What follows belongs to an exercise in optimizing a design on an open flow for small area; a production flow would make more cautious choices. At most, simulation tests tie the RTL to the original design; equivalence was not proved. The RTL of run 8 was laid out without a check of its function. Power figures rest on the tool's default switching activity, not on a simulated workload.

==> flow/config.mk <==
export PLATFORM = sky130hd
export DESIGN_NAME = Simon
export DESIGN_NICKNAME = Simon
export VERILOG_FILES = /design/flow/design.v
export SDC_FILE = /design/flow/constraint.sdc
export NUM_CORES = 4
export LEC_CHECK = 0
export CAP_MARGIN = 20
export CORE_MARGIN = 2
export CORE_UTILIZATION = 70
export SLEW_MARGIN = 20
==> flow/constraint.sdc <==
create_clock -name core_clock -period 10.0 [get_ports {clk}]
set_input_delay 2.0000 -clock core_clock [delete_from_list [all_inputs] [get_ports {clk}]]
set_output_delay 2.0000 -clock core_clock [all_outputs]
set_load 0.01 [all_outputs]
==> flow/design.v <==
`timescale 1ns / 1ps
module Simon(
    output [3:0]    an,
    output [6:0]    seg,
    output [15:0]   led,
    input  [3:0]    sw,
    input           clk,
    input           btnR,      
    input           btnL,      
    input           btnC       
    );
localparam N = 11;      
wire        rst = ~sw[3];
reg  [1:0]  state;
reg  [2:0]  round;
reg  [2:0]  count;
reg  [7:0]  ran_bits;    
reg  [7:0]  bits;        
reg  [N-1:0] A;
reg  [N-1:0] B;
reg         P1, P2;      
reg         R1, R2;      
reg         dl;          
reg         dlR;         
reg         dbL, dbR;    
reg         X;           
wire s0 = (state == 2'd0);
wire s1 = (state == 2'd1);
wire s2 = (state == 2'd2);
wire s3 = (state == 2'd3);
wire center_pressed = dl  & ~X;
wire left_pressed   = dl  & ~dbL;
wire right_pressed  = dlR & ~dbR;
wire b          = bits[count];
wire wrong      = (right_pressed & ~b) | (left_pressed & b);
wire any        = right_pressed | left_pressed;
wire last       = (count == round);
wire a_ones     = &A;
wire a_zero     = ~|A;
wire [3:0] top  = B[3:0];
wire flash_done = a_zero & (top == {1'b0, round} + 4'd1);
wire msg_blank  = a_ones & (&top[2:0]);
wire msg_end    = msg_blank & ~top[3];
reg  [1:0]  nstate;
always @* begin
    nstate = state;
    case (state)
        2'd0: if (center_pressed) nstate = 2'd1;
        2'd1: if (flash_done)     nstate = 2'd2;
        2'd2: if (wrong)          nstate = 2'd3;
              else if (any && last) nstate = (round == 3'd7) ? 2'd3 : 2'd1;
        default: if (msg_end)     nstate = 2'd0;
    endcase
end
wire trans = (nstate != state);
wire a_inc = state[0] | ~A[N-1];
wire b_inc = state[0] ? a_ones : ~B[N-1];
wire a_clr = ~state[0] & (P1 ^ P2);
wire b_clr = ~state[0] & (R1 ^ R2);
wire l_upd = A[N-1] | (trans & (&A[N-2:0]) & ~(P1 ^ P2));
wire r_upd = B[N-1] | (trans & (&B[N-2:0]) & ~(R1 ^ R2));
always @(posedge clk) begin
    if (rst) begin
        state    <= 2'd0;
        round    <= 3'd0;
        count    <= 3'd0;
        ran_bits <= 8'd0;
        bits     <= 8'd0;
        A        <= 11'd0;
        B        <= 11'd0;
        P1       <= 1'b0;
        P2       <= 1'b0;
        R1       <= 1'b0;
        R2       <= 1'b0;
        dl       <= 1'b0;
        dlR      <= 1'b0;
        dbL      <= 1'b0;
        dbR      <= 1'b0;
        X        <= 1'b0;
    end else begin
        state    <= nstate;
        ran_bits <= ran_bits + 8'd1;
        if (s0 && !center_pressed)
            bits <= ran_bits;
        case (state)
            2'd0: begin round <= 3'd0; count <= 3'd0; end
            2'd1: count <= 3'd0;
            2'd2: if (!wrong && any) begin
                      if (!last)               count <= count + 3'd1;
                      else if (round != 3'd7)  round <= round + 3'd1;
                  end
            default: ;
        endcase
        if (trans) begin
            A <= {N{nstate[0]}};
            B <= {N{nstate[0]}};
        end else begin
            A <= a_clr ? {N{1'b0}} : A + {{(N-1){1'b0}}, a_inc};
            B <= b_clr ? {N{1'b0}} : B + {{(N-1){1'b0}}, b_inc};
        end
        P1  <= s0 ? btnC : (s2 & btnL);
        P2  <= ~state[0] & P1;
        R1  <= s2 & btnR;
        R2  <= s2 & R1;
        dl  <= s0 ? X : (s2 & dbL);
        dlR <= s2 & dbR;
        if (s2 && l_upd) dbL <= P2;
        if (s2 && r_upd) dbR <= R2;
        case (state)
            2'd0: if (A[N-1]) X <= P2;
            2'd1: ;
            2'd2: X <= ~wrong;
            default: if (msg_end) X <= 1'b0;
        endcase
    end
end
wire lit = s1 & ~top[3] & A[N-1];
wire fb  = bits[top[2:0]];
wire [1:0] led_flash = lit ? {~fb, fb} : 2'b00;
wire show = s3 & ~msg_blank;
reg  [3:0] an_d;
reg  [6:0] seg_d;
always @* begin
    case (A[N-2:N-3])
        2'b00: begin an_d = 4'b0111; seg_d = X ? 7'b0011001 : 7'b1000111; end
        2'b01: begin an_d = 4'b1011; seg_d = X ? 7'b0000110 : 7'b1000000; end
        2'b10: begin an_d = 4'b1101; seg_d = X ? 7'b0001000 : 7'b0010010; end
        default: begin an_d = 4'b1110; seg_d = X ? 7'b0001001 : 7'b0000110; end
    endcase
end
assign an  = show ? an_d  : 4'b1111;
assign seg = show ? seg_d : 7'b1111111;
assign led[15:8] = sw[0] ? bits : 8'd0;
assign led[7:6]  = sw[1] ? state : 2'd0;
assign led[5:4]  = led_flash;
assign led[3]    = 1'b0;
assign led[2:0]  = sw[2] ? round : count;
endmodule
==> flow/flow/run.sh <==
#!/bin/bash
# The standard layout with two changes:
#  - port buffers use the smallest buffer cell (every port still gets one);
#  - after floorplan, the combinational logic is re-mapped for area with
#    OpenROAD's restructure (ABC); registers are left as synthesis made them.
set -euo pipefail
export BUFFER_PORTS_ARGS="-buffer_cell sky130_fd_sc_hd__buf_1"
export POST_FLOORPLAN_TCL="$(pwd)/flow/restructure.tcl"
export CTS_ARGS="-sink_clustering_enable -repair_clock_nets -dont_use_dummy_load -root_buf sky130_fd_sc_hd__clkbuf_8 -buf_list sky130_fd_sc_hd__clkbuf_4"
bash standard.sh > standard_flow.log 2>&1
==> flow/flow/restructure.tcl <==
# Re-map the combinational logic for area (registers are not touched).
set rmp_lib [lindex $::env(LIB_FILES) 0]
set rmp_lo "[lindex $::env(TIELO_CELL_AND_PORT) 0]/[lindex $::env(TIELO_CELL_AND_PORT) 1]"
set rmp_hi "[lindex $::env(TIEHI_CELL_AND_PORT) 0]/[lindex $::env(TIEHI_CELL_AND_PORT) 1]"
set rmp_dir $::env(OBJECTS_DIR)/restructure
file mkdir $rmp_dir
puts "restructure: before"
report_design_area
restructure -target area -liberty_file $rmp_lib -tielo_port $rmp_lo -tiehi_port $rmp_hi \
  -work_dir $rmp_dir -abc_logfile $::env(LOG_DIR)/2_1_restructure_abc.log
puts "restructure: after"
report_design_area
==> flow/standard.sh <==
#!/bin/bash
# synth_recipe.tcl (not shown) runs the flow's synth.tcl, then flattens the netlist and writes it again
# the make line also repeats each setting of config.mk as NAME=value (left out here)
make -C /OpenROAD-flow-scripts/flow DESIGN_CONFIG=/design/flow/config.mk WORK_HOME=/design/flow/orfs CLKGATE_MAP_FILE= SYNTH_SCRIPT=/design/flow/synth_recipe.tcl "${@:-finish}"
==> results of run 1 <==
## layout by cell type (no fill, tap or decap), drive strengths merged, types with 4 or more instances in the layout
| cell | Yosys | layout |
|---|---|---|
| nor4 | 4 | 4 |
| nor3 | 6 | 15 |
| dfxtp | 55 | 55 |
| a2111oi | 0 | 4 |
| clkinv | 1 | 60 |
| o21ai | 32 | 48 |
| nand3 | 19 | 8 |
| o31ai | 0 | 4 |
| a221oi | 0 | 5 |
| nand2b | 4 | 4 |
| nand4 | 8 | 6 |
| nor2 | 36 | 42 |
| a21oi | 10 | 13 |
| o221ai | 0 | 10 |
| clkbuf | 13 | 5 |
| o22ai | 0 | 13 |
| buf | 4 | 34 |
| and3 | 10 | 4 |
| nand2 | 29 | 15 |
## worst max-delay path by stage
| stage | startpoint | endpoint | slack, ns | cells after the start |
|---|---|---|---|---|
| 2_1_floorplan | sw[2] | led[0] | 5.66 | 1 |
| 3_3_place_gp | sw[0] | led[15] | 5.46 | 4 |
| 3_5_place_dp | sw[0] | led[9] | 5.43 | 4 |
| 4_1_cts | A[5] | seg[0] | 5.34 | 7 |
| 5_1_grt | A[5] | seg[0] | 5.08 | 7 |
| 6_report | A[5] | seg[0] | 5.37 | 7 |
## final cells by class
class	count	area (µm²)
Tap cell	50	62.6
Multi-Input combinational cell	230	1300
Inverter	60	225
Fill cell	369	1170
Timing Repair Buffer	34	131
Sequential cell	55	1100
Clock buffer	5	68.8
## sequential cells by signal, summed over array words and instances, names as in the netlist
name,flops
R1,1
dbR,1
bits,8
state,2
P2,1
dbL,1
P1,1
B,11
ran_bits,8
R2,1
X,1
dl,1
round,3
dlR,1
A,11
count,3
## synthesized netlist by cell type, types with 2 or more instances
| library cell | n | area, µm² |
|---|---|---|
| nand4_1 | 8 | 50.1 |
| mux4_2 | 3 | 67.6 |
| o21ai_0 | 29 | 145 |
| mux2i_1 | 19 | 190 |
| nand3b_1 | 2 | 15.0 |
| nor3_1 | 6 | 30.0 |
| and3_1 | 10 | 62.6 |
| buf_4 | 3 | 22.5 |
| clkbuf_1 | 12 | 45.0 |
| nor4_1 | 4 | 25.0 |
| xor2_1 | 20 | 175 |
| nor4b_1 | 2 | 17.5 |
| a21oi_1 | 10 | 50.1 |
| dfxtp_1 | 55 | 1100 |
| inv_1 | 7 | 26.3 |
| nand2_1 | 29 | 109 |
| o21ai_1 | 3 | 15.0 |
| a22oi_1 | 2 | 15.0 |
| nor2_1 | 36 | 135 |
| or2_2 | 2 | 12.5 |
| mux2_2 | 3 | 33.8 |
| and2_1 | 13 | 81.3 |
| nand3_1 | 19 | 95.1 |
| xnor2_1 | 17 | 149 |
| nand2b_1 | 4 | 25.0 |
| and2b_1 | 2 | 15.0 |
| ha_1 | 8 | 100 |
## worst max-delay path, stage by stage, from the launching register on
cell and delay (ns):
dfxtp_1 0.37, clkinv_1 0.11, or3_1 0.38, nand4b_1 0.24
o311ai_0 0.49, clkinv_1 0.36, o311ai_0 0.19, buf_1 0.19
## power groups by stage
stage | registers (W) | clock network (W) | logic [W]
6_report | 0.000241 | 0.000110 | 0.0000482
5_1_grt | 0.000243 | 0.000119 | 0.0000553
4_1_cts | 0.000241 | 0.000112 | 0.0000477
3_5_place_dp | 0.000246 | 0 | 0.0000474
3_3_place_gp | 0.000246 | 0 | 0.0000464
2_1_floorplan | 0.000235 | 0 | 0.0000233
## kinds of logic (layout without fill, tap and decap cells)
kind of cell | Yosys count | after routing | synth area share
muxes | 26 | 0 | 0.105
and+or+nand+nor | 141 | 109 | 0.237
xor gates and xnor gates | 37 | 3 | 0.109
DFF | 55 | 55 | 0.370
AOI/OAI and AO/OA | 53 | 116 | 0.103
buffers and inverters | 25 | 99 | 0.0412
adders and majority gates | 8 | 0 | 0.0336
other | 1 | 2 | 0.00126
## per-layer routing
metal / up-vias / GRT usage / wire [µm]
li1: 1332 / - / -
met1: 1221 / 0.371 / 2950
met2: 76 / 0.419 / 2730
met3: 8 / 0.0509 / 346
met4: 0 / 0.0654 / 63
met5: - / 0 / 0
## through the flow
step,worst slack (ns),utilization
2_1_floorplan,5.66,-
3_5_place_dp,5.43,0.695
3_3_place_gp,5.46,0.695
6_report,5.37,0.712
5_1_grt,5.08,0.712
4_1_cts,5.34,0.712
==> impl_metrics.ini, run 1 <==
[final_layout]
nets = 394
finalInstanceArea_um2 = 2890
drive_gt1_frac = 0.0156
n_antenna_cell = 0
areaGrowthSynthToFinish_pct = -2.98
final_cells = 434

[power_and_ir_drop]
total_power_of_the_final_layout_w = 0.000399
pwr-share-comb = 0.121
power_per_cell_area_nw_per_um2 = 138
cellLeakagePower_nw = 0.925
share_seq_of_total_power = 0.603
clock_power_share = 0.276
p_sw_w = 0.000107
sw_frac_of_total = 0.268
vdd_ir_drop_max_v = 0.000127
internal_power_w = 0.000292

[route]
dr_total_vias = 2637
drt_first_pass_iters = 5
viasPerCell = 6.08
route.detailed.wl_per_inst_um = 14.0
post_detailed_routing_wire_length_um = 6090
initialDrtViolationCount = 179
ant_nets = 0
route.detailed.drc = 0

[sta]
hold_slack_ns = 0.449
fin_tns_setup_ns = 0
worst_slew_margin_rel = 0.363
final_max_slew_viol_count = 0
post-route-min-period_ns = 4.63
worst_clock_skew_ns = 0.0278
timing.final.setup_violations = 0
final_min_period_over_clock_period = 0.463
rsz0062_at_grt = no
finalHoldViolations = 0
max_clock_freq_mhz = 216
worst_pin_slew_ns = 0.932

[yosys]
syn_inst = 346
synthArstFlopShare = 0
synth_cell_type_count = 45
synth.yosys.seq_area_share = 0.370
synth_seq_cells = 55
synthesis.yosys.warnings = 1
synth.avg_cell_area_um2 = 8.61
postSynth.topFlopCell = dfxtp_1
syn-cell-area_um2 = 2980
number_of_flops_mapped_to_enable_cells_by_yosys = 0
syn_nets = 362

[place]
placedCellCount = 429
placement.io_buffers = 33
finalWeightedCongestion = 0.863
total_cell_area_at_the_placement_stage_um2 = 2820
place_hpwl_um = 4550

[cts]
post_cts_resized = 0
clk_root_buffer_cell = clkbuf_8
cts_setup_buffers = 0
cts_tree = done
worstSkewPairLatency_ns = 0.31
cts.reportedPaths.clkPinSlew_ns = 0.09
htreeDepth = 2
clk_path_buf_depth = 2
cts.hold.buffers_added = 0
clkSinkCount = 55
numCtsBuffers = 5

[worst_hold_path]
whs_path_depth = 2
hold_crit_endpoint = P2
min-delay-path-class = reg -> reg
timing.hold.worst.start = P1

[floorplan]
std_cell_rows = 23
top_level_ports = 35
start_util = 0.734
floorplan.die_area_um2 = 4790
core_box_area_um2 = 4060
fp.dieW_um = 69.2
die_height_um = 69.2

[global_routing]
grt_use_total = 0.263
number_of_antenna_violations_at_the_first_check_in_global_routing = 0
grt_start_max_net_pins = 23
grt_overflow = 0
grt_first_pass_wirelength_um = 10500
via_count_of_the_first_global_routing_pass = 2330

[run_status]
run_status = timing/DRC/antenna clean

[setup_path]
ff2ff_setup_slack_ns = 5.90
crit_path_max_fanout = 10
worst_setup_path_start_kind = register
cp.required_ns = 8.00
reg2reg_depth = 10
r2r-start = state[0]
crit_arrival_ns = 2.63
r2r_end = B[6]
crit_path_end_kind = primary output
setup.worst_path.class = reg -> out

[flow_run]
max_cap_viol_count = 0
==> run 2: changes to the inputs <==
--- a/flow/flow/run.sh
+++ b/flow/flow/run.sh
@@ -7,4 +7,4 @@
 export BUFFER_PORTS_ARGS="-buffer_cell sky130_fd_sc_hd__buf_1"
 export POST_FLOORPLAN_TCL="$(pwd)/flow/restructure.tcl"
-export CTS_ARGS="-sink_clustering_enable -repair_clock_nets -dont_use_dummy_load -root_buf sky130_fd_sc_hd__clkbuf_8 -buf_list sky130_fd_sc_hd__clkbuf_4"
+export CTS_ARGS="-repair_clock_nets -dont_use_dummy_load"
 bash standard.sh > standard_flow.log 2>&1
--- a/flow/config.mk
+++ b/flow/config.mk
@@ -8,4 +8,4 @@
 export CAP_MARGIN = 20
 export CORE_MARGIN = 2
-export CORE_UTILIZATION = 70
+export CORE_UTILIZATION = 40
 export SLEW_MARGIN = 20
==> run 2 against run 1 <==
Non-clock buffer count unchanged. Final cell count grew 11%. Largest power group unchanged. Register-to-register slack about the same. Global-route usage shrank 9.7 points. Flip-flop and latch count stayed put. Utilization fell by 30 points.
==> impl_metrics.ini, run 2 <==
[sta]
finalHoldViolations = 0
final_max_slew_viol_count = 0
rsz0062_at_grt = no
worst_clock_skew_ns = 0.0193
timing.final.setup_violations = 0
final_min_period_over_clock_period = 0.466
post-route-min-period_ns = 4.66
fin_ws_ns = 5.34
fin_tns_setup_ns = 0
worst_slew_margin_rel = 0.308
max_clock_freq_mhz = 215
worst_pin_slew_ns = 1.03

[yosys]
yosys-mux-area-fraction = 0.105
synth.largest_area_cell = dfxtp_1
synth_commonest_cells = dfxtp_1, nor2_1, nand2_1, o21ai_0, xor2_1
synthArstFlopShare = 0
simple_gate_share_of_the_synthesized_area = 0.237
synth_cell_type_count = 45
syn_inst = 346
synth_top_cell_area_share = 0.370
number_of_flops_mapped_to_enable_cells_by_yosys = 0
synth.yosys.seq_area_share = 0.370
post-synth-top-count-cell = dfxtp_1
postSynth.topFlopCell = dfxtp_1
synthesis.yosys.warnings = 1
compound_gate_portion_of_the_synthesized_area = 0.103
synthAdderAreaFrac = 0.0336
combinational_family_with_the_most_area_after_synthesis = simple AND/OR/NAND/NOR gates
syn-cell-area_um2 = 2980
synth.avg_cell_area_um2 = 8.61
synth.top_cells.by_area = dfxtp_1, mux2i_1, xor2_1
post_synth_xor_area_fraction = 0.109
synth_seq_cells = 55
syn_nets = 362

[power_and_ir_drop]
share_seq_of_total_power = 0.602
cellLeakagePower_nw = 0.925
vdd_ir_drop_max_v = 0.0000540
sw_frac_of_total = 0.270
p_sw_w = 0.000108
total_power_of_the_final_layout_w = 0.000400
internal_power_w = 0.000292
power_per_cell_area_nw_per_um2 = 136
clock_power_share = 0.276
pwr-share-comb = 0.122

[cts]
cts.hold.buffers_added = 0
clk_root_buffer_cell = clkbuf_8
post_cts_resized = 0
htreeDepth = 2
clkSinkCount = 55
numCtsBuffers = 5
cts.reportedPaths.clkPinSlew_ns = 0.09
cts_tree = done
clk_path_buf_depth = 2
worstSkewPairLatency_ns = 0.31
cts_setup_buffers = 0

[place]
place_hpwl_um = 4890
placement.io_buffers = 33
finalWeightedCongestion = 0.834
total_cell_area_at_the_placement_stage_um2 = 2880
post_place_worst_slack_ns = 5.44

[global_routing]
grt_start_max_net_pins = 23
number_of_antenna_violations_at_the_first_check_in_global_routing = 0
grt_overflow = 0
via_count_of_the_first_global_routing_pass = 2347
grt_use_total = 0.166
grt_first_pass_wirelength_um = 11200

[setup_path]
reg2reg_depth = 10
setup.worst_path.class = reg -> out
critical_path.cell_chain = clkinv_1 -> or3_1 -> nand4b_1 -> o311ai_0 -> clkinv_1 -> o311ai_0 -> buf_1
cpLargestDelayFamily = compound AO/OA/AOI/OAI gates
ff2ff_setup_slack_ns = 5.91
crit_arrival_ns = 2.66
critical-path-max-stage-delay_ns = 0.52
r2r_end = B[6]
crit_path_end_kind = primary output
r2r-start = state[0]
crit_path_max_fanout = 10
cp.required_ns = 8.00
worstPathBufferInverterCount = 3
worst_setup_path_start_kind = register
cp_num_cells = 7
worst_path_max_delay_cell = o311ai_0

[final_layout]
top_library_cells_by_usage_in_the_layout_fill_and_taps_aside = clkinv_1, dfxtp_1, o21ai_0
n_antenna_cell = 0
mostFrequentLayoutCell = clkinv_1
top_regs = A x11, B x11
final_standard_cell_utilization_of_the_core = 0.409
finalInstanceArea_um2 = 2950
nets = 394
areaGrowthSynthToFinish_pct = -0.924
drive_gt1_frac = 0.0156

[route]
post_detailed_routing_wire_length_um = 6470
route.detailed.drc = 0
viasPerCell = 5.39
ant_nets = 0
drt_first_pass_iters = 4
initialDrtViolationCount = 160
dr_total_vias = 2601
route.detailed.wl_per_inst_um = 13.4

[floorplan]
std_cell_rows = 31
die_height_um = 90.3
core_box_area_um2 = 7210
floorplan.die_area_um2 = 8150
fp.dieW_um = 90.3
start_util = 0.413
top_level_ports = 35

[worst_hold_path]
timing.hold.worst.start = R1
hold_crit_endpoint = R2
min-delay-path-class = reg -> reg
whs_path_depth = 2

[flow_run]
max_cap_viol_count = 0

[run_status]
run_status = timing/DRC/antenna clean
-- run 2: logic make-up after synthesis --
group | Yosys count
AO/OA/AOI/OAI | 53
XOR/XNOR | 37
adder cells (fa/ha/maj) | 8
buffers and inverters | 25
flip-flops | 55
multiplexers | 26
other | 1
AND/OR/NAND/NOR | 141
-- run 2: final cells by class --
cell class	count	area, µm²
flip-flops and latches	55	1100
inverters	60	225
repair buffers	34	131
multi-input cells	230	1300
fillers	781	4260
clock buffers	5	68.8
well taps	99	124
-- run 2: metal layers --
metal | global-route usage | wire (µm)
met5 | 0 | 0
met4 | 0.0500 | 84
met3 | 0.0292 | 271
met2 | 0.259 | 2890
met1 | 0.235 | 3220
-- run 2: how the worst max path moves through the flow --
| stage | startpoint | to | slack, ns |
|---|---|---|---|
| floorplan | sw[2] | led[0] | 5.66 |
| global placement | sw[2] | led[0] | 5.48 |
| detailed placement | sw[2] | led[2] | 5.44 |
| CTS | A[5] | seg[0] | 5.31 |
| global route | A[8] | seg[0] | 5.02 |
| finish | A[5] | seg[0] | 5.34 |
-- run 2: power by group through the flow --
| stage | combinational [W] | sequential, W | clock (W) |
|---|---|---|---|
| 2_1_floorplan | 0.0000233 | 0.000235 | 0 |
| 3_3_place_gp | 0.0000476 | 0.000246 | 0 |
| 3_5_place_dp | 0.0000484 | 0.000246 | 0 |
| 4_1_cts | 0.0000485 | 0.000241 | 0.000116 |
| 5_1_grt | 0.0000559 | 0.000243 | 0.000123 |
| 6_report | 0.0000490 | 0.000241 | 0.000110 |
-- run 2: through the flow --
stage / std cells / hold slack [ns]
floorplan: 346 / 0.425
global placement: 478 / 0.439
detailed placement: 478 / 0.443
CTS: 483 / 0.453
global route: 483 / 0.474
finish: 483 / 0.451
-- run 2: worst register-to-register path: cells and delay by family, from the launching register on --
| family | cells | cell delay, ns |
|---|---|---|
| AOI/OAI and AO/OA | 4 | 1.48 |
| buffers and inverters | 2 | 0.75 |
| DFF | 1 | 0.70 |
| and+or+nand+nor | 4 | 1.08 |
==> run 3: changes to the inputs <==
--- a/flow/flow/run.sh
+++ b/flow/flow/run.sh
@@ -7,4 +7,3 @@
 export BUFFER_PORTS_ARGS="-buffer_cell sky130_fd_sc_hd__buf_1"
 export POST_FLOORPLAN_TCL="$(pwd)/flow/restructure.tcl"
-export CTS_ARGS="-repair_clock_nets -dont_use_dummy_load"
 bash standard.sh > standard_flow.log 2>&1
==> run 3 against run 2 <==
Cell area grew 0.89%. Highest routed layer unchanged. Synthesized area unchanged. Worst hold slack improved by 0.0028 ns. Register-to-register slack got worse by 0.08 ns. Die area unchanged. Still clean. Utilization up 0.36 points. Non-clock buffer count stayed put. Critical path depth did not move. Combinational power barely moved. Synthesized cell count is the same.
==> impl_metrics.ini, run 3 <==
[run_status]
run_status = timing/DRC/antenna clean

[route]
initialDrtViolationCount = 196
dr_total_vias = 2608
viasPerCell = 5.37
route.detailed.wl_per_inst_um = 13.5
post_detailed_routing_wire_length_um = 6570
route.detailed.drc = 0
ant_nets = 0
drt_first_pass_iters = 4

[sta]
worst_clock_skew_ns = 0.00670
final_min_period_over_clock_period = 0.464
finalHoldViolations = 0
worst_slew_margin_rel = 0.324
worst_pin_slew_ns = 1.00
hold_slack_ns = 0.454
timing.final.setup_violations = 0
max_clock_freq_mhz = 216
fin_tns_setup_ns = 0
final_max_slew_viol_count = 0
rsz0062_at_grt = no
post-route-min-period_ns = 4.64

[yosys]
combinational_family_with_the_most_area_after_synthesis = simple AND/OR/NAND/NOR gates
synth.largest_area_cell = dfxtp_1
post-synth-top-count-cell = dfxtp_1
synth.top_cells.by_area = dfxtp_1, mux2i_1, xor2_1
synth_commonest_cells = dfxtp_1, nor2_1, nand2_1, o21ai_0, xor2_1
compound_gate_portion_of_the_synthesized_area = 0.103
synthesis.yosys.warnings = 1
yosys-mux-area-fraction = 0.105
simple_gate_share_of_the_synthesized_area = 0.237
syn_nets = 362
syn_inst = 346
synth.yosys.seq_area_share = 0.370
synth.avg_cell_area_um2 = 8.61
synthArstFlopShare = 0
synth_top_cell_area_share = 0.370
synth_seq_cells = 55
postSynth.topFlopCell = dfxtp_1
post_synth_xor_area_fraction = 0.109
synthAdderAreaFrac = 0.0336
synth_cell_type_count = 45
number_of_flops_mapped_to_enable_cells_by_yosys = 0
syn-cell-area_um2 = 2980

[floorplan]
top_level_ports = 35
start_util = 0.413
std_cell_rows = 31
floorplan.die_area_um2 = 8150
fp.dieW_um = 90.3
die_height_um = 90.3
core_box_area_um2 = 7210

[cts]
cts.reportedPaths.clkPinSlew_ns = 0.10
clkSinkCount = 55
clk_path_buf_depth = 2
htreeDepth = 2
worstSkewPairLatency_ns = 0.31
cts.hold.buffers_added = 0
cts_tree = done
numCtsBuffers = 5
cts_setup_buffers = 0
post_cts_resized = 0
clk_root_buffer_cell = clkbuf_8

[power_and_ir_drop]
power_per_cell_area_nw_per_um2 = 141
total_power_of_the_final_layout_w = 0.000419
pwr-share-comb = 0.117
p_sw_w = 0.000115
cellLeakagePower_nw = 0.937
share_seq_of_total_power = 0.574
clock_power_share = 0.309
sw_frac_of_total = 0.275
vdd_ir_drop_max_v = 0.0000569
internal_power_w = 0.000304

[global_routing]
grt_start_max_net_pins = 23
grt_overflow = 0
number_of_antenna_violations_at_the_first_check_in_global_routing = 0
grt_first_pass_wirelength_um = 11300
grt_use_total = 0.167
via_count_of_the_first_global_routing_pass = 2342

[final_layout]
areaGrowthSynthToFinish_pct = -0.0419
top_regs = A x11, B x11
n_antenna_cell = 0
drive_gt1_frac = 0.0207
filler_cell_count = 780
top_library_cells_by_usage_in_the_layout_fill_and_taps_aside = clkinv_1, dfxtp_1, o21ai_0
multi_input_comb_area_um2 = 1300
layout.area.seq_um2 = 1100
nets = 394
mostFrequentLayoutCell = clkinv_1

[setup_path]
critical_path.cell_chain = clkinv_1 -> or3_1 -> nand4b_1 -> o311ai_0 -> clkinv_1 -> o311ai_0 -> buf_1
setup.worst_path.class = reg -> out
crit_arrival_ns = 2.64
worst_path_max_delay_cell = o311ai_0
cp.required_ns = 8.00
worst_setup_path_start_kind = register
crit_path_end_kind = primary output
critical-path-max-stage-delay_ns = 0.50
crit_path_max_fanout = 10

[place]
place_hpwl_um = 4890
placement.io_buffers = 33
finalWeightedCongestion = 0.834

[flow_run]
max_cap_viol_count = 0

[worst_hold_path]
min-delay-path-class = reg -> reg
## run 3: cell families (layout without fill, tap and decap cells)
family	Yosys count	after routing
AND/OR/NAND/NOR	141	109
flip-flops	55	55
AO/OA/AOI/OAI	53	116
XOR/XNOR	37	3
multiplexers	26	0
buffers and inverters	25	102
adder cells (fa/ha/maj)	8	0
other	1	2
## run 3: metrics by stage
| step | cell area, µm² | std cells | setup slack, ns | utilization |
|---|---|---|---|---|
| finish | 2980 | 486 | 5.36 | 0.413 |
| global placement | 2880 | 478 | 5.48 | 0.400 |
| detailed placement | 2880 | 478 | 5.44 | 0.400 |
| floorplan | 2980 | 346 | 5.66 | - |
| global route | 2980 | 486 | 5.01 | 0.413 |
| CTS | 2980 | 486 | 5.30 | 0.413 |
## run 3: worst paths after layout
path / startpoint / slack (ns) / endpoint / cells after the start
worst max-delay path: A[5] / 5.36 / seg[0] / 7
worst min-delay path: R1 / 0.45 / R2 / 2
worst max register to register: state[0] / 5.83 / B[6] / 10
worst min register to register: R1 / 0.45 / R2 / 2
## run 3: critical path, delay by kind of cell (launching register included)
| family | cells | cell delay, ns |
|---|---|---|
| simple gates | 2 | 0.62 |
| compound gates | 2 | 0.68 |
| buf+inv | 3 | 0.64 |
| flops | 1 | 0.37 |
## run 3: final cells by class
class                   instances  share of cell area
clock buffers                   7              0.0290
clock inverters                 1             0.00294
inverters                      60              0.0756
multi-input cells             230               0.437
flip-flops and latches         55               0.370
well taps                      99              0.0416
repair buffers                 34              0.0441
## run 3: metal layers
layer / vias up / GRT usage / wire length (µm)
li1: 1347 / - / -
met1: 1201 / 0.235 / 3310
met2: 54 / 0.261 / 2910
met3: 6 / 0.0292 / 263
met4: 0 / 0.0500 / 78
met5: - / 0 / 0
## run 3: power by group through the flow
| stage | clock, W | combinational, W | sequential, W |
|---|---|---|---|
| after detailed placement | 0 | 0.0000484 | 0.000246 |
| after CTS | 0.000133 | 0.0000486 | 0.000241 |
| after global placement | 0 | 0.0000476 | 0.000246 |
| after global routing | 0.000140 | 0.0000559 | 0.000243 |
| final | 0.000129 | 0.0000491 | 0.000241 |
| after floorplan | 0 | 0.0000233 | 0.000235 |
==> run 4: changes to the inputs <==
--- a/flow/design.v
+++ b/flow/design.v
@@ -11,4 +11,5 @@
     );
 localparam N = 11;      
+localparam LW = N - 3;  
 wire        rst = ~sw[3];
 reg  [1:0]  state;
@@ -36,6 +37,22 @@
 wire any        = right_pressed | left_pressed;
 wire last       = (count == round);
-wire a_ones     = &A;
-wire a_zero     = ~|A;
+wire [LW-1:0] lo = A[LW-1:0];
+wire lo_zero = ~|lo;
+wire lo_last = lo[LW-1] & ~|lo[LW-2:0];       
+wire lo_fb;
+generate
+    if (LW == 8)      assign lo_fb = lo[7] ^ lo[5] ^ lo[4] ^ lo[3] ^ ~|lo[6:0];
+    else if (LW == 3) assign lo_fb = lo[2] ^ lo[1] ^ ~|lo[1:0];
+    else if (LW == 2) assign lo_fb = lo[1] ^ lo[0] ^ ~lo[0];
+    else              assign lo_fb = ~lo[0];
+endgenerate
+wire [LW-1:0] lo_next;
+generate
+    if (LW > 1) assign lo_next = {lo[LW-2:0], lo_fb};
+    else        assign lo_next = lo_fb;
+endgenerate
+wire [2:0] hi = A[N-1:N-3];
+wire a_ones     = lo_last & (&hi);
+wire a_zero     = lo_zero & ~|hi;
 wire [3:0] top  = B[3:0];
 wire flash_done = a_zero & (top == {1'b0, round} + 4'd1);
@@ -54,9 +71,13 @@
 end
 wire trans = (nstate != state);
-wire a_inc = state[0] | ~A[N-1];
-wire b_inc = state[0] ? a_ones : ~B[N-1];
 wire a_clr = ~state[0] & (P1 ^ P2);
 wire b_clr = ~state[0] & (R1 ^ R2);
-wire l_upd = A[N-1] | (trans & (&A[N-2:0]) & ~(P1 ^ P2));
+wire [2:0] hi_inc = hi + {2'd0, lo_last};
+wire [2:0] hi_next = {hi_inc[2] | (hi[2] & ~state[0]), hi_inc[1:0]};
+wire b_cin = ~state[0] | a_ones;
+wire [N-1:0] b_inc = B + {{(N-1){1'b0}}, b_cin};
+wire [N-1:0] b_next = {b_inc[N-1] | (B[N-1] & ~state[0]), b_inc[N-2:0]};
+wire a_almost = lo_last & hi[1] & hi[0];           
+wire l_upd = A[N-1] | (trans & a_almost & ~(P1 ^ P2));
 wire r_upd = B[N-1] | (trans & (&B[N-2:0]) & ~(R1 ^ R2));
 always @(posedge clk) begin
@@ -67,6 +88,6 @@
         ran_bits <= 8'd0;
         bits     <= 8'd0;
-        A        <= 11'd0;
-        B        <= 11'd0;
+        A        <= {N{1'b0}};
+        B        <= {N{1'b0}};
         P1       <= 1'b0;
         P2       <= 1'b0;
@@ -93,9 +114,9 @@
         endcase
         if (trans) begin
-            A <= {N{nstate[0]}};
+            A <= {{(N-LW){nstate[0]}}, nstate[0], {(LW-1){1'b0}}};
             B <= {N{nstate[0]}};
         end else begin
-            A <= a_clr ? {N{1'b0}} : A + {{(N-1){1'b0}}, a_inc};
-            B <= b_clr ? {N{1'b0}} : B + {{(N-1){1'b0}}, b_inc};
+            A <= a_clr ? {N{1'b0}} : {hi_next, lo_next};
+            B <= b_clr ? {N{1'b0}} : b_next;
         end
         P1  <= s0 ? btnC : (s2 & btnL);
--- a/flow/flow/run.sh
+++ b/flow/flow/run.sh
@@ -7,3 +7,4 @@
 export BUFFER_PORTS_ARGS="-buffer_cell sky130_fd_sc_hd__buf_1"
 export POST_FLOORPLAN_TCL="$(pwd)/flow/restructure.tcl"
+export CTS_ARGS="-sink_clustering_enable -repair_clock_nets -dont_use_dummy_load"
 bash standard.sh > standard_flow.log 2>&1
==> run 4 against run 3 <==
Global-route usage is 1.1 points lower. Maximum frequency is 10% lower. Die area is 0.93% lower. Sequential power is 25% higher. Count of clock-buffer cells in the layout is 2 lower. Utilization is 1.3 points lower. Synthesized area is 0.97% lower. Worst setup slack worse by 0.52 ns. Power is 42% higher. Critical path type unchanged. Largest cell class unchanged. Largest power group unchanged.
==> impl_metrics.ini, run 4 <==
[run_status]
run_status = timing/DRC/antenna clean

[yosys]
synth_seq_cells = 55
synth.yosys.seq_area_share = 0.373
synth_cell_type_count = 50
postSynth.topFlopCell = dfxtp_1
synthArstFlopShare = 0
synthesis.yosys.warnings = 1
post-synth-top-count-cell = dfxtp_1
syn_inst = 342
synth_commonest_cells = dfxtp_1, nand2_1, nand3_1
synth.avg_cell_area_um2 = 8.63
synth.largest_area_cell = dfxtp_1
syn-cell-area_um2 = 2950
synth_top_cell_area_share = 0.373
syn_nets = 358
number_of_flops_mapped_to_enable_cells_by_yosys = 0
synth.top_cells.by_area = dfxtp_1, nand2_1, xor2_1

[cts]
cts_setup_buffers = 0
cts.reportedPaths.clkPinSlew_ns = 0.11
clk_path_buf_depth = 2
post_cts_resized = 0
clk_root_buffer_cell = clkbuf_8
clkSinkCount = 55
numCtsBuffers = 5
cts_tree = done
htreeDepth = 2
cts.hold.buffers_added = 0
worstSkewPairLatency_ns = 0.32

[route]
route.detailed.wl_per_inst_um = 13.0
ant_nets = 0
viasPerCell = 5.27
route.detailed.drc = 0
initialDrtViolationCount = 180
dr_total_vias = 2495
drt_first_pass_iters = 4
post_detailed_routing_wire_length_um = 6170

[floorplan]
start_util = 0.409
std_cell_rows = 31
core_box_area_um2 = 7210
top_level_ports = 35
die_height_um = 89.9
floorplan.die_area_um2 = 8080
fp.dieW_um = 89.9

[sta]
post-route-min-period_ns = 5.16
timing.final.setup_violations = 0
fin_ws_ns = 4.84
final_max_slew_viol_count = 0
worst_pin_slew_ns = 0.954
hold_slack_ns = 0.427
worst_slew_margin_rel = 0.359
fin_tns_setup_ns = 0
finalHoldViolations = 0
max_clock_freq_mhz = 194
worst_clock_skew_ns = 0.0259
final_min_period_over_clock_period = 0.516
rsz0062_at_grt = no

[global_routing]
grt_overflow = 0
via_count_of_the_first_global_routing_pass = 2213
grt_start_max_net_pins = 30
grt_use_total = 0.156
grt_first_pass_wirelength_um = 10500
number_of_antenna_violations_at_the_first_check_in_global_routing = 0

[place]
placedCellCount = 468
finalWeightedCongestion = 0.852
placement.io_buffers = 33
place_hpwl_um = 4610
post_place_worst_slack_ns = 5.23

[final_layout]
top_regs = A x11, B x11
nets = 384
filler_cell_count = 770
n_antenna_cell = 0
top_library_cells_by_usage_in_the_layout_fill_and_taps_aside = clkinv_1, dfxtp_1, nor2_1
mostFrequentLayoutCell = clkinv_1
final_cells = 473
areaGrowthSynthToFinish_pct = -2.33
drive_gt1_frac = 0.0134

[power_and_ir_drop]
total_power_of_the_final_layout_w = 0.000594
cellLeakagePower_nw = 0.906
vdd_ir_drop_max_v = 0.0000792
power_per_cell_area_nw_per_um2 = 206

[setup_path]
crit_arrival_ns = 3.16
critical-path-max-stage-delay_ns = 0.44
crit_path_end_kind = primary output
reg2reg_depth = 17
cp.required_ns = 8.00
crit_path_max_fanout = 11
worst_path_most_repeated_cell = clkinv_1
worst_path_max_delay_cell = nor4_1
r2r_end = B[8]
worst_setup_path_start_kind = register
r2r-start = A[3]
ff2ff_setup_slack_ns = 6.25
critical_path.cell_chain = clkinv_1 -> nand4_1 -> nor4_1 -> nor2b_1 -> nand2_1 -> nor2_1 -> clkinv_1 -> nor2_1 -> clkinv_1 -> nor4_1 -> nor3_1 -> o311ai_0 -> buf_1
setup.worst_path.class = reg -> out

[worst_hold_path]
timing.hold.worst.start = P1
min-delay-path-class = reg -> reg
whs_path_depth = 2
hold_crit_endpoint = P2

[flow_run]
max_cap_viol_count = 0
==> run 4: changes by cell type in the layout (fill, tap and decap cells not counted), moves of 4 or more <==
cell	before	now
o21ai_0	48	27
a21oi_1	13	8
o21a_1	1	9
o22ai_1	13	30
nor3_1	15	19
nand2_1	15	10
nor2_1	42	48
a211oi_1	0	5
nor2b_1	3	10
o221ai_1	10	2
==> run 4: where the power goes <==
part / total (W) / leakage (nW) / internal [W] / switching, W
Combinational: 0.000180 / 0.424 / 0.0000699 / 0.000110
Sequential: 0.000302 / 0.446 / 0.000259 / 0.0000430
Clock: 0.000111 / 0.0359 / 0.0000454 / 0.0000659
==> run 4: cell type report <==
cell class                      instances  area [µm²]  share of cell area
Timing Repair Buffer                   33         124              0.0430
Multi-Input combinational cell        224        1250               0.434
Inverter                               57         214              0.0743
Sequential cell                        55        1100               0.382
Tap cell                               99         124              0.0430
Clock buffer                            5        68.8              0.0239
==> run 4: logic make-up (layout without fill, tap and decap cells) <==
logic type,Yosys count,in the layout,share of synthesized area
other,1,2,0.00127
buffers and inverters,27,95,0.0360
DFF,55,55,0.373
AOI/OAI and AO/OA,54,106,0.120
adders and majority gates,8,0,0.0339
muxes,15,0,0.0734
and+or+nand+nor,151,116,0.271
xor gates and xnor gates,31,0,0.0920
==> run 4: layer usage <==
| metal | track usage | wire length [µm] | up-vias |
|---|---|---|---|
| met2 | 0.229 | 2610 | 79 |
| met5 | 0 | 0 | - |
| met1 | 0.231 | 3150 | 1120 |
| li1 | - | - | 1291 |
| met3 | 0.0402 | 379 | 5 |
| met4 | 0.0321 | 31 | 0 |
==> run 4: worst max path at each step <==
stage / start / to / slack (ns) / cells past startpoint
floorplan: sw[2] / led[0] / 5.66 / 1
global placement: sw[0] / led[12] / 5.48 / 4
detailed placement: A[3] / seg[0] / 5.23 / 13
CTS: A[3] / seg[0] / 4.87 / 13
global route: A[3] / seg[0] / 4.44 / 13
finish: A[3] / seg[0] / 4.84 / 13
==> run 4: worst max-delay path: cells and delay by family, from the launching register on <==
family / cells / cell delay [ns]
AO/OA/AOI/OAI: 1 / 0.15
buffers and inverters: 4 / 0.49
flip-flops: 1 / 0.32
AND/OR/NAND/NOR: 8 / 1.92
==> run 4: through the flow <==
| step | area, µm² | util |
|---|---|---|
| after floorplan | 2950 | - |
| after global placement | 2810 | 0.390 |
| after detailed placement | 2810 | 0.390 |
| after CTS | 2880 | 0.399 |
| after global routing | 2880 | 0.399 |
| final | 2880 | 0.399 |
==> run 5: changes to the inputs <==
--- a/flow/design.v
+++ b/flow/design.v
@@ -77,5 +77,5 @@
 wire b_cin = ~state[0] | a_ones;
 wire [N-1:0] b_inc = B + {{(N-1){1'b0}}, b_cin};
-wire [N-1:0] b_next = {b_inc[N-1] | (B[N-1] & ~state[0]), b_inc[N-2:0]};
+wire [N-1:0] b_next = {b_inc[N-1] | B[N-1], b_inc[N-2:0]};
 wire a_almost = lo_last & hi[1] & hi[0];           
 wire l_upd = A[N-1] | (trans & a_almost & ~(P1 ^ P2));
@@ -114,6 +114,6 @@
         endcase
         if (trans) begin
-            A <= {{(N-LW){nstate[0]}}, nstate[0], {(LW-1){1'b0}}};
-            B <= {N{nstate[0]}};
+            A <= {{(N-LW){~state[0]}}, ~state[0], {(LW-1){1'b0}}};
+            B <= {{(N-4){1'b0}}, {4{~state[0]}}};
         end else begin
             A <= a_clr ? {N{1'b0}} : {hi_next, lo_next};
--- a/flow/flow/run.sh
+++ b/flow/flow/run.sh
@@ -6,5 +6,5 @@
 set -euo pipefail
 export BUFFER_PORTS_ARGS="-buffer_cell sky130_fd_sc_hd__buf_1"
-export POST_FLOORPLAN_TCL="$(pwd)/flow/restructure.tcl"
+export PRE_FLOORPLAN_TCL="$(pwd)/flow/restructure.tcl"
 export CTS_ARGS="-sink_clustering_enable -repair_clock_nets -dont_use_dummy_load"
 bash standard.sh > standard_flow.log 2>&1
==> run 5 against run 4 <==
The flow now stops in floorplan (2_1_floorplan). Synthesized cell count fell by 3.5%. Synthesized area fell by 15%.
==> impl_metrics.ini, run 5 <==
[run_status]
run_status = stopped before the end
last-stage-reached = floorplan (2_1_floorplan)
toolErrorMsg = [ERROR EST-0104] inconsistent parasitics state

[yosys]
syn-cell-area_um2 = 2500
synthesis.yosys.warnings = 1
synth.avg_cell_area_um2 = 7.57
syn_inst = 330

[floorplan]
start_util = 0.417
fp.dieW_um = 83.0
die_height_um = 83.0
std_cell_rows = 28
==> run 6: changes to the inputs <==
--- a/flow/flow/run.sh
+++ b/flow/flow/run.sh
@@ -6,5 +6,5 @@
 set -euo pipefail
 export BUFFER_PORTS_ARGS="-buffer_cell sky130_fd_sc_hd__buf_1"
-export PRE_FLOORPLAN_TCL="$(pwd)/flow/restructure.tcl"
+export POST_FLOORPLAN_TCL="$(pwd)/flow/restructure.tcl"
 export CTS_ARGS="-sink_clustering_enable -repair_clock_nets -dont_use_dummy_load"
 bash standard.sh > standard_flow.log 2>&1
--- a/flow/config.mk
+++ b/flow/config.mk
@@ -6,4 +6,5 @@
 export NUM_CORES = 4
 export LEC_CHECK = 0
+export ABC_AREA = 1
 export CAP_MARGIN = 20
 export CORE_MARGIN = 2
==> run 6 against run 5 <==
Now clean on timing, DRC and antenna. Synthesized area rose by 23%. Synthesized cell count rose by 35%.
==> impl_metrics.ini, run 6 <==
[yosys]
syn_inst = 445
post-synth-top-count-cell = nand2_1
synth.largest_area_cell = dfxtp_1
postSynth.topFlopCell = dfxtp_1
synth_top_cell_area_share = 0.358
synth.top_cells.by_area = dfxtp_1, nand2_1, inv_1
syn-cell-area_um2 = 3080
number_of_flops_mapped_to_enable_cells_by_yosys = 0
syn_nets = 461
synth_seq_cells = 55
synthesis.yosys.warnings = 1
synth_commonest_cells = nand2_1, inv_1, dfxtp_1
synth_cell_type_count = 40
synth.avg_cell_area_um2 = 6.91
synthArstFlopShare = 0
synth.yosys.seq_area_share = 0.358

[route]
dr_total_vias = 2495
route.detailed.drc = 0
route.detailed.wl_per_inst_um = 13.1
viasPerCell = 5.27
ant_nets = 0
initialDrtViolationCount = 203
drt_first_pass_iters = 4
post_detailed_routing_wire_length_um = 6210

[final_layout]
areaGrowthSynthToFinish_pct = -6.27
top_library_cells_by_usage_in_the_layout_fill_and_taps_aside = clkinv_1, nor2_1, dfxtp_1
n_antenna_cell = 0
nets = 384
filler_cell_count = 774
mostFrequentLayoutCell = clkinv_1
top_regs = A x11, B x11
drive_gt1_frac = 0.0187
final_standard_cell_utilization_of_the_core = 0.393

[global_routing]
grt_use_total = 0.150
grt_overflow = 0
grt_first_pass_wirelength_um = 10200
via_count_of_the_first_global_routing_pass = 2262
number_of_antenna_violations_at_the_first_check_in_global_routing = 0
grt_start_max_net_pins = 28

[place]
post_place_worst_slack_ns = 5.37
place_hpwl_um = 4720
finalWeightedCongestion = 0.851
placement.io_buffers = 33

[sta]
final_min_period_over_clock_period = 0.470
fin_ws_ns = 5.30
worst_pin_slew_ns = 0.910
max_clock_freq_mhz = 213
timing.final.setup_violations = 0
worst_slew_margin_rel = 0.388
worst_clock_skew_ns = 0.0144
final_max_slew_viol_count = 0
hold_slack_ns = 0.437
finalHoldViolations = 0
fin_tns_setup_ns = 0
rsz0062_at_grt = no
post-route-min-period_ns = 4.70

[floorplan]
start_util = 0.420
top_level_ports = 35
core_box_area_um2 = 7330
std_cell_rows = 31
die_height_um = 91.7
floorplan.die_area_um2 = 8410
fp.dieW_um = 91.7

[cts]
cts_tree = done
htreeDepth = 2
clkSinkCount = 55
clk_path_buf_depth = 2
clk_root_buffer_cell = clkbuf_8
cts.hold.buffers_added = 0
post_cts_resized = 0
cts_setup_buffers = 0
cts.reportedPaths.clkPinSlew_ns = 0.10
worstSkewPairLatency_ns = 0.31
numCtsBuffers = 5

[worst_hold_path]
timing.hold.worst.start = A[1]
min-delay-path-class = reg -> reg
whs_path_depth = 2
hold_crit_endpoint = A[2]

[setup_path]
cp.required_ns = 8.00
crit_arrival_ns = 2.70
crit_path_end_kind = primary output
cpLargestDelayFamily = simple AND/OR/NAND/NOR gates
reg2reg_depth = 12
worst_path_max_delay_cell = nor3_1
r2r_end = dbL
critical_path.cell_chain = clkinv_1 -> nand4_1 -> or4_1 -> nor2_1 -> nand2_1 -> nor4_1 -> nor3_1 -> clkinv_1 -> a311o_1 -> buf_1
critical-path-max-stage-delay_ns = 0.70
setup.worst_path.class = reg -> out
r2r-start = state[0]
worstPathBufferInverterCount = 3
ff2ff_setup_slack_ns = 6.33
crit_path_max_fanout = 10
worst_setup_path_start_kind = register
worst_path_most_repeated_cell = clkinv_1

[run_status]
run_status = timing/DRC/antenna clean

[power_and_ir_drop]
vdd_ir_drop_max_v = 0.0000592
cellLeakagePower_nw = 0.912
power_per_cell_area_nw_per_um2 = 147

[flow_run]
max_cap_viol_count = 0
run 6: cells by family after synthesis:
family | after synthesis | share of synthesized area
other cells | 1 | 0.00122
flops | 55 | 0.358
buf+inv | 90 | 0.118
simple gates | 204 | 0.321
compound gates | 73 | 0.129
xor+xnor | 14 | 0.0399
fa+ha+maj | 8 | 0.0325
run 6: metal layers:
layer	vias to the layer above	routed length [µm]	global-route usage
met2	53	2890	0.246
met5	-	0	0
met3	9	290	0.0337
li1	1285	-	-
met4	0	120	0.0543
met1	1148	2910	0.192
run 6: worst max-delay path by stage:
stage               endpoint  cells past startpoint  slack, ns  startpoint
finish                seg[0]                     10       5.30        A[5]
global route          seg[0]                      5       5.13    state[0]
CTS                   seg[0]                     10       5.31        A[5]
detailed placement    led[1]                      4       5.37       sw[2]
global placement      led[2]                      4       5.41       sw[2]
floorplan            led[10]                      3       5.63       sw[0]
run 6: worst min-delay path, delay by kind of cell (launching register included):
kind | cells | cell delay, ns
and+or+nand+nor | 1 | 0.04
buffers and inverters | 1 | 0.05
DFF | 1 | 0.32
run 6: power breakdown:
| group | total (W) | switching, W | internal [W] |
|---|---|---|---|
| Combinational | 0.0000708 | 0.0000447 | 0.0000260 |
| Sequential | 0.000242 | 0.0000120 | 0.000230 |
| Clock | 0.000112 | 0.0000667 | 0.0000454 |
| Total | 0.000425 | 0.000123 | 0.000302 |
run 6: final cells by class:
cell class,instances,area [µm²],share of cell area
Multi-Input combinational cell,221,1230,0.428
Timing Repair Buffer,35,139,0.0482
Sequential cell,55,1100,0.382
Inverter,58,218,0.0755
Clock buffer,5,68.8,0.0239
Tap cell,99,124,0.0430
run 6: through the flow:
| step | cell area [µm²] | power (W) | instances |
|---|---|---|---|
| 2_1_floorplan | 3080 | 0.000338 | 445 |
| 3_3_place_gp | 2810 | 0.000317 | 468 |
| 3_5_place_dp | 2810 | 0.000317 | 468 |
| 4_1_cts | 2880 | 0.000429 | 473 |
| 5_1_grt | 2880 | 0.000448 | 473 |
| 6_report | 2880 | 0.000425 | 473 |
==> run 7: changes to the inputs <==
--- a/flow/config.mk
+++ b/flow/config.mk
@@ -6,5 +6,4 @@
 export NUM_CORES = 4
 export LEC_CHECK = 0
-export ABC_AREA = 1
 export CAP_MARGIN = 20
 export CORE_MARGIN = 2
==> run 7 against run 6 <==
Sequential power down 6%. Non-clock buffer count is 1 lower. Worst setup slack got worse by 0.052 ns. Power down 15%. Count of clock-buffer cells in the layout unchanged. Utilization barely moved. Critical path depth up 2. Die area down 4.0%. Flip-flop and latch count did not move. Sequential share of layout area rose by 0.78 points. Largest cell class unchanged.
==> impl_metrics.ini, run 7 <==
[floorplan]
core_box_area_um2 = 7180
floorplan.die_area_um2 = 8070
fp.dieW_um = 89.8
die_height_um = 89.8
std_cell_rows = 31
start_util = 0.411
top_level_ports = 35

[setup_path]
cp.required_ns = 8.00
crit_path_max_fanout = 8
setup.worst_path.class = reg -> out
ff2ff_setup_slack_ns = 6.16
crit_arrival_ns = 2.75
crit_path_end_kind = primary output
worst_setup_path_start_kind = register

[yosys]
synth.top_cells.by_area = dfxtp_1, xnor2_1, and2_1
number_of_flops_mapped_to_enable_cells_by_yosys = 0
synthAdderAreaFrac = 0.0340
post-synth-top-count-cell = dfxtp_1
postSynth.topFlopCell = dfxtp_1
synth_seq_cells = 55
yosys-mux-area-fraction = 0.0930
syn-cell-area_um2 = 2950
post_synth_xor_area_fraction = 0.0891
combinational_family_with_the_most_area_after_synthesis = simple AND/OR/NAND/NOR gates
synth_commonest_cells = dfxtp_1, and2_1, nor2_1
synth_cell_type_count = 51
compound_gate_portion_of_the_synthesized_area = 0.110
syn_nets = 344
synth_top_cell_area_share = 0.374
synth.largest_area_cell = dfxtp_1
synth.yosys.seq_area_share = 0.374
simple_gate_share_of_the_synthesized_area = 0.264
synthArstFlopShare = 0
synthesis.yosys.warnings = 1
synth.avg_cell_area_um2 = 8.99
syn_inst = 328

[cts]
cts.hold.buffers_added = 0
cts_tree = done
cts.reportedPaths.clkPinSlew_ns = 0.10
post_cts_resized = 0
worstSkewPairLatency_ns = 0.30
clkSinkCount = 55
numCtsBuffers = 5
clk_path_buf_depth = 2
cts_setup_buffers = 0
htreeDepth = 2
clk_root_buffer_cell = clkbuf_8

[final_layout]
top_regs = A x11, B x11
layout.area.seq_um2 = 1100
final_standard_cell_utilization_of_the_core = 0.394
drive_gt1_frac = 0.0162
multi_input_comb_area_um2 = 1160
areaGrowthSynthToFinish_pct = -4.16
mostFrequentLayoutCell = clkinv_1
top_library_cells_by_usage_in_the_layout_fill_and_taps_aside = clkinv_1, dfxtp_1, nor2_1
nets = 380
filler_cell_count = 768
n_antenna_cell = 0

[sta]
timing.final.setup_violations = 0
worst_pin_slew_ns = 0.753
hold_slack_ns = 0.456
final_max_slew_viol_count = 0
final_min_period_over_clock_period = 0.475
fin_ws_ns = 5.25
post-route-min-period_ns = 4.75
worst_clock_skew_ns = 0.0198
max_clock_freq_mhz = 210
finalHoldViolations = 0
fin_tns_setup_ns = 0
worst_slew_margin_rel = 0.494
rsz0062_at_grt = no

[global_routing]
grt_overflow = 0
grt_first_pass_wirelength_um = 10100
grt_start_max_net_pins = 21
via_count_of_the_first_global_routing_pass = 2122
grt_use_total = 0.149
number_of_antenna_violations_at_the_first_check_in_global_routing = 0

[power_and_ir_drop]
clock_power_share = 0.309
pwr-share-comb = 0.063
power_per_cell_area_nw_per_um2 = 128
internal_power_w = 0.000277
sw_frac_of_total = 0.235
vdd_ir_drop_max_v = 0.0000563
total_power_of_the_final_layout_w = 0.000362
share_seq_of_total_power = 0.629
cellLeakagePower_nw = 0.873
p_sw_w = 0.0000852

[route]
initialDrtViolationCount = 148
viasPerCell = 5.08
route.detailed.drc = 0
ant_nets = 0
route.detailed.wl_per_inst_um = 12.5
dr_total_vias = 2383
drt_first_pass_iters = 4
post_detailed_routing_wire_length_um = 5870

[place]
place_hpwl_um = 4400
placement.io_buffers = 33
finalWeightedCongestion = 0.839
post_place_worst_slack_ns = 5.42

[flow_run]
max_cap_viol_count = 0

[run_status]
run_status = timing/DRC/antenna clean

[worst_hold_path]
min-delay-path-class = reg -> reg
-- run 7: changes by cell type after synthesis, moves of 16 or more --
cell / delta
inv_1: -50
a21oi_1: -24
nand2_1: -68
nor2_1: -25
o21ai_0: -16
and2_1: +24
-- run 7: worst max-delay path, cell delays in order (launching register included) --
cell	delay, ns
dfxtp_1	0.33
nor4_1	0.28
nand4_1	0.24
nor2_1	0.18
nand2_1	0.10
nor2_1	0.16
clkinv_1	0.14
nor2_1	0.26
clkinv_1	0.14
nor2_1	0.16
nor2_1	0.14
o311ai_0	0.11
buf_1	0.20
-- run 7: stage by stage --
| stage | std cells | instance area [µm²] |
|---|---|---|
| after floorplan | 328 | 2950 |
| after global placement | 464 | 2760 |
| after detailed placement | 464 | 2760 |
| after CTS | 469 | 2830 |
| after global routing | 469 | 2830 |
| final | 469 | 2830 |
-- run 7: cells by family after synthesis --
group | count (synthesis)
compound gates | 47
xor+xnor | 30
fa+ha+maj | 8
buf+inv | 22
flops | 55
mux | 22
other cells | 1
simple gates | 143
-- run 7: cell type report --
class,instances,share of cell area
Multi-Input combinational cell,212,0.411
Sequential cell,55,0.390
Inverter,64,0.0850
Timing Repair Buffer,34,0.0465
Tap cell,99,0.0438
Clock buffer,5,0.0244
-- run 7: worst paths after layout --
check                           cells past startpoint  endpoint  startpoint
worst min-delay path                                2      A[6]        A[5]
worst max-delay path                               12    seg[0]        A[0]
worst min register to register                      2      A[6]        A[5]
worst max register to register                     22      B[9]        A[0]
-- run 7: metal layers --
metal  up-vias  share of wire  global-route usage
met1      1067           0.49               0.210
met3         8          0.043              0.0327
met2        43           0.45               0.229
met4         0          0.016              0.0500
met5         -              0                   0
li1       1265              -                   -
-- run 7: power groups by stage --
stage               clock, W  sequential [W]  combinational [W]
finish              0.000112        0.000228          0.0000226
global route        0.000121        0.000228          0.0000253
CTS                 0.000116        0.000227          0.0000224
detailed placement         0        0.000233          0.0000223
global placement           0        0.000232          0.0000220
floorplan                  0        0.000232          0.0000210
==> run 8: changes to the inputs <==
--- a/flow/design.v
+++ b/flow/design.v
@@ -89,11 +89,7 @@
         bits     <= 8'd0;
         A        <= {N{1'b0}};
-        B        <= {N{1'b0}};
         P1       <= 1'b0;
         P2       <= 1'b0;
-        R1       <= 1'b0;
-        R2       <= 1'b0;
         dl       <= 1'b0;
-        dlR      <= 1'b0;
         dbL      <= 1'b0;
         dbR      <= 1'b0;
@@ -113,17 +109,11 @@
             default: ;
         endcase
-        if (trans) begin
+        if (trans)
             A <= {{(N-LW){~state[0]}}, ~state[0], {(LW-1){1'b0}}};
-            B <= {{(N-4){1'b0}}, {4{~state[0]}}};
-        end else begin
+        else
             A <= a_clr ? {N{1'b0}} : {hi_next, lo_next};
-            B <= b_clr ? {N{1'b0}} : b_next;
-        end
         P1  <= s0 ? btnC : (s2 & btnL);
         P2  <= ~state[0] & P1;
-        R1  <= s2 & btnR;
-        R2  <= s2 & R1;
         dl  <= s0 ? X : (s2 & dbL);
-        dlR <= s2 & dbR;
         if (s2 && l_upd) dbL <= P2;
         if (s2 && r_upd) dbR <= R2;
@@ -135,4 +125,13 @@
         endcase
     end
+end
+always @(posedge clk) begin
+    if (trans)
+        B <= {{(N-4){1'b0}}, {4{~state[0]}}};
+    else
+        B <= b_clr ? {N{1'b0}} : b_next;
+    R1  <= s2 & btnR;
+    R2  <= s2 & R1;
+    dlR <= s2 & dbR;
 end
 wire lit = s1 & ~top[3] & A[N-1];
==> run 8 against run 7 <==
Power increased by 29%. Maximum frequency is 1.3% lower. Flip-flop and latch count did not move. Worst hold slack worse by 0.030 ns. Largest power group unchanged. Die area increased by 3.1%. Routed wire length is 2.2% higher. Non-clock buffer count shrank 1. Clock power about the same. First-iteration DRC count up 9.5%. Synthesized cell count shrank 0.61%. Count of clock-buffer cells in the layout is the same.
==> impl_metrics.ini, run 8 <==
[route]
route.detailed.drc = 0
post_detailed_routing_wire_length_um = 6000
dr_total_vias = 2479
initialDrtViolationCount = 162
viasPerCell = 5.23
drt_first_pass_iters = 4
route.detailed.wl_per_inst_um = 12.7
ant_nets = 0

[setup_path]
worst_setup_path_start_kind = register
ff2ff_setup_slack_ns = 6.26
reg2reg_depth = 13
r2r-start = count[1]
crit_path_end_kind = primary output
r2r_end = A[4]
setup.worst_path.class = reg -> out
crit_start = state[0]
crit_path_max_fanout = 20
cp.required_ns = 8.00
crit_arrival_ns = 2.82

[floorplan]
core_box_area_um2 = 7290
std_cell_rows = 31
fp.dieW_um = 91.2
die_height_um = 91.2
top_level_ports = 35
start_util = 0.417
floorplan.die_area_um2 = 8320

[worst_hold_path]
whs_path_depth = 2
timing.hold.worst.start = A[0]
hold_crit_endpoint = A[1]
min-delay-path-class = reg -> reg

[global_routing]
number_of_antenna_violations_at_the_first_check_in_global_routing = 0
grt_use_total = 0.153
grt_overflow = 0
grt_start_max_net_pins = 26
grt_first_pass_wirelength_um = 10400
via_count_of_the_first_global_routing_pass = 2200

[yosys]
synth_commonest_cells = dfxtp_1, nand2_1, and2_1
syn_nets = 342
synthesis.yosys.warnings = 1
synth.top_cells.by_area = dfxtp_1, and2_1, xnor2_1
synth_top_cell_area_share = 0.362
synth.largest_area_cell = dfxtp_1
synth.avg_cell_area_um2 = 9.33
synth_seq_cells = 55
number_of_flops_mapped_to_enable_cells_by_yosys = 0
synth_cell_type_count = 52
synth.yosys.seq_area_share = 0.362
postSynth.topFlopCell = dfxtp_1
synthArstFlopShare = 0
syn-cell-area_um2 = 3040
post-synth-top-count-cell = dfxtp_1
syn_inst = 326

[sta]
final_min_period_over_clock_period = 0.482
worst_pin_slew_ns = 1.04
post-route-min-period_ns = 4.82
final_max_slew_viol_count = 0
timing.final.setup_violations = 0
rsz0062_at_grt = no
worst_clock_skew_ns = 0.0251
finalHoldViolations = 0
max_clock_freq_mhz = 208
fin_tns_setup_ns = 0
worst_slew_margin_rel = 0.301

[final_layout]
areaGrowthSynthToFinish_pct = -5.55
n_antenna_cell = 0
filler_cell_count = 810
nets = 385
top_library_cells_by_usage_in_the_layout_fill_and_taps_aside = clkinv_1, dfxtp_1, nor2_1
top_regs = A x11, B x11
mostFrequentLayoutCell = clkinv_1
final_standard_cell_utilization_of_the_core = 0.394
drive_gt1_frac = 0.0133

[place]
finalWeightedCongestion = 0.822
placement.io_buffers = 33
place_hpwl_um = 4470

[cts]
post_cts_resized = 0
worstSkewPairLatency_ns = 0.32
cts_tree = done
numCtsBuffers = 5
clkSinkCount = 55
cts.reportedPaths.clkPinSlew_ns = 0.10
cts.hold.buffers_added = 0
clk_root_buffer_cell = clkbuf_8
clk_path_buf_depth = 2
htreeDepth = 2
cts_setup_buffers = 0

[power_and_ir_drop]
vdd_ir_drop_max_v = 0.0000579
power_per_cell_area_nw_per_um2 = 162
pwr-share-comb = 0.192
internal_power_w = 0.000328
cellLeakagePower_nw = 0.958
p_sw_w = 0.000139
clock_power_share = 0.239
total_power_of_the_final_layout_w = 0.000467
sw_frac_of_total = 0.297
share_seq_of_total_power = 0.570

[flow_run]
max_cap_viol_count = 0

[run_status]
run_status = timing/DRC/antenna clean
[run 8: cell types whose count changed after synthesis, moves of 4 or more]
cell and change:
a211oi_1 -4, nand2_1 +6, nor2_1 -8, nor3_2 +10
o21ai_0 -6, o221ai_1 +4
[run 8: power groups by stage]
stage,clock (W),sequential (W),combinational [W]
floorplan,0,0.000259,0.0000776
global placement,0,0.000270,0.0000873
detailed placement,0,0.000271,0.0000880
CTS,0.000117,0.000266,0.0000890
global route,0.000125,0.000271,0.000103
finish,0.000111,0.000266,0.0000894
[run 8: area by class of cell]
cell class                 instances  area (µm²)  area share
timing repair buffer              33         124      0.0431
inverter                          56         210      0.0731
tap                               99         124      0.0431
multi-input combinational        226        1250       0.434
sequential                        55        1100       0.383
clock buffer                       5        68.8      0.0239
[run 8: how the worst max path moves through the flow]
stage	endpoint	slack [ns]	cells past startpoint
6_report	seg[0]	5.18	4
2_1_floorplan	led[0]	5.66	1
3_3_place_gp	led[10]	5.44	4
3_5_place_dp	led[9]	5.42	4
4_1_cts	seg[0]	5.18	4
5_1_grt	seg[0]	4.76	4
[run 8: logic make-up (layout without fill, tap and decap cells)]
group                      after synthesis  count (layout)  synth area share
AOI/OAI and AO/OA                       42             109             0.109
xor gates and xnor gates                31               0            0.0892
adders and majority gates                8               0            0.0329
buffers and inverters                   20              94            0.0308
DFF                                     55              55             0.362
muxes                                   22               0            0.0954
other                                    1               2           0.00123
and+or+nand+nor                        147             115             0.280
[run 8: metrics by stage]
step                instances  worst slack, ns  instance area (µm²)  hold WS (ns)
finish                    474             5.18                 2870         0.426
global route              474             4.76                 2870         0.437
CTS                       474             5.18                 2870         0.422
detailed placement        469             5.42                 2810         0.430
global placement          469             5.44                 2810         0.423
floorplan                 326             5.66                 3040         0.428
[run 8: worst max-delay path, stage by stage, from the launching register on]
cell      delay [ns]
dfxtp_1         0.76
clkinv_1        0.50
nor3_1          0.76
o311ai_0        0.30
buf_1           0.19
[run 8: per-layer routing]
metal | up-vias | global-route usage | wire length (µm)
met4 | 0 | 0.0568 | 99
met3 | 8 | 0.0257 | 393
met5 | - | 0 | 0
li1 | 1298 | - | -
met1 | 1102 | 0.219 | 2990
met2 | 71 | 0.231 | 2520

## separate check: timing with driven ports
The results above use ideal ports. As a check the final layouts listed here were re-extracted and re-timed, cells and wires unchanged. Step 1 assumes that a clkbuf_16 drives the clock port and a buf_2 every other input. Step 2 times the ports against the registers' clock, not the clock port: input delays grow and output delays shrink by t, the midpoint of the rising clock arrivals with the driver on. Slacks: no drivers / after step 1 / after step 2; pairs: no drivers / after step 1.
| run | shift t [ns] | setup slack, ns | slew at the worst register clock pin (ns) |
|---|---|---|---|
| run 1 | 0.324 | 5.368 / 5.342 / 5.407 | 0.10 / 0.10 |
| run 2 | 0.332 | 5.344 / 5.312 / 5.410 | 0.09 / 0.09 |
| run 3 | 0.339 | 5.363 / 5.331 / 5.410 | 0.10 / 0.10 |
| run 4 | 0.331 | 4.838 / 4.813 / 5.144 | 0.11 / 0.11 |
| run 6 | 0.337 | 5.301 / 5.269 / 5.349 | 0.10 / 0.10 |
| run 7 | 0.324 | 5.249 / 5.219 / 5.392 | 0.10 / 0.10 |
| run 8 | 0.339 | 5.184 / 5.154 / 5.405 | 0.10 / 0.10 |
After both steps setup and hold are still met in every run listed.
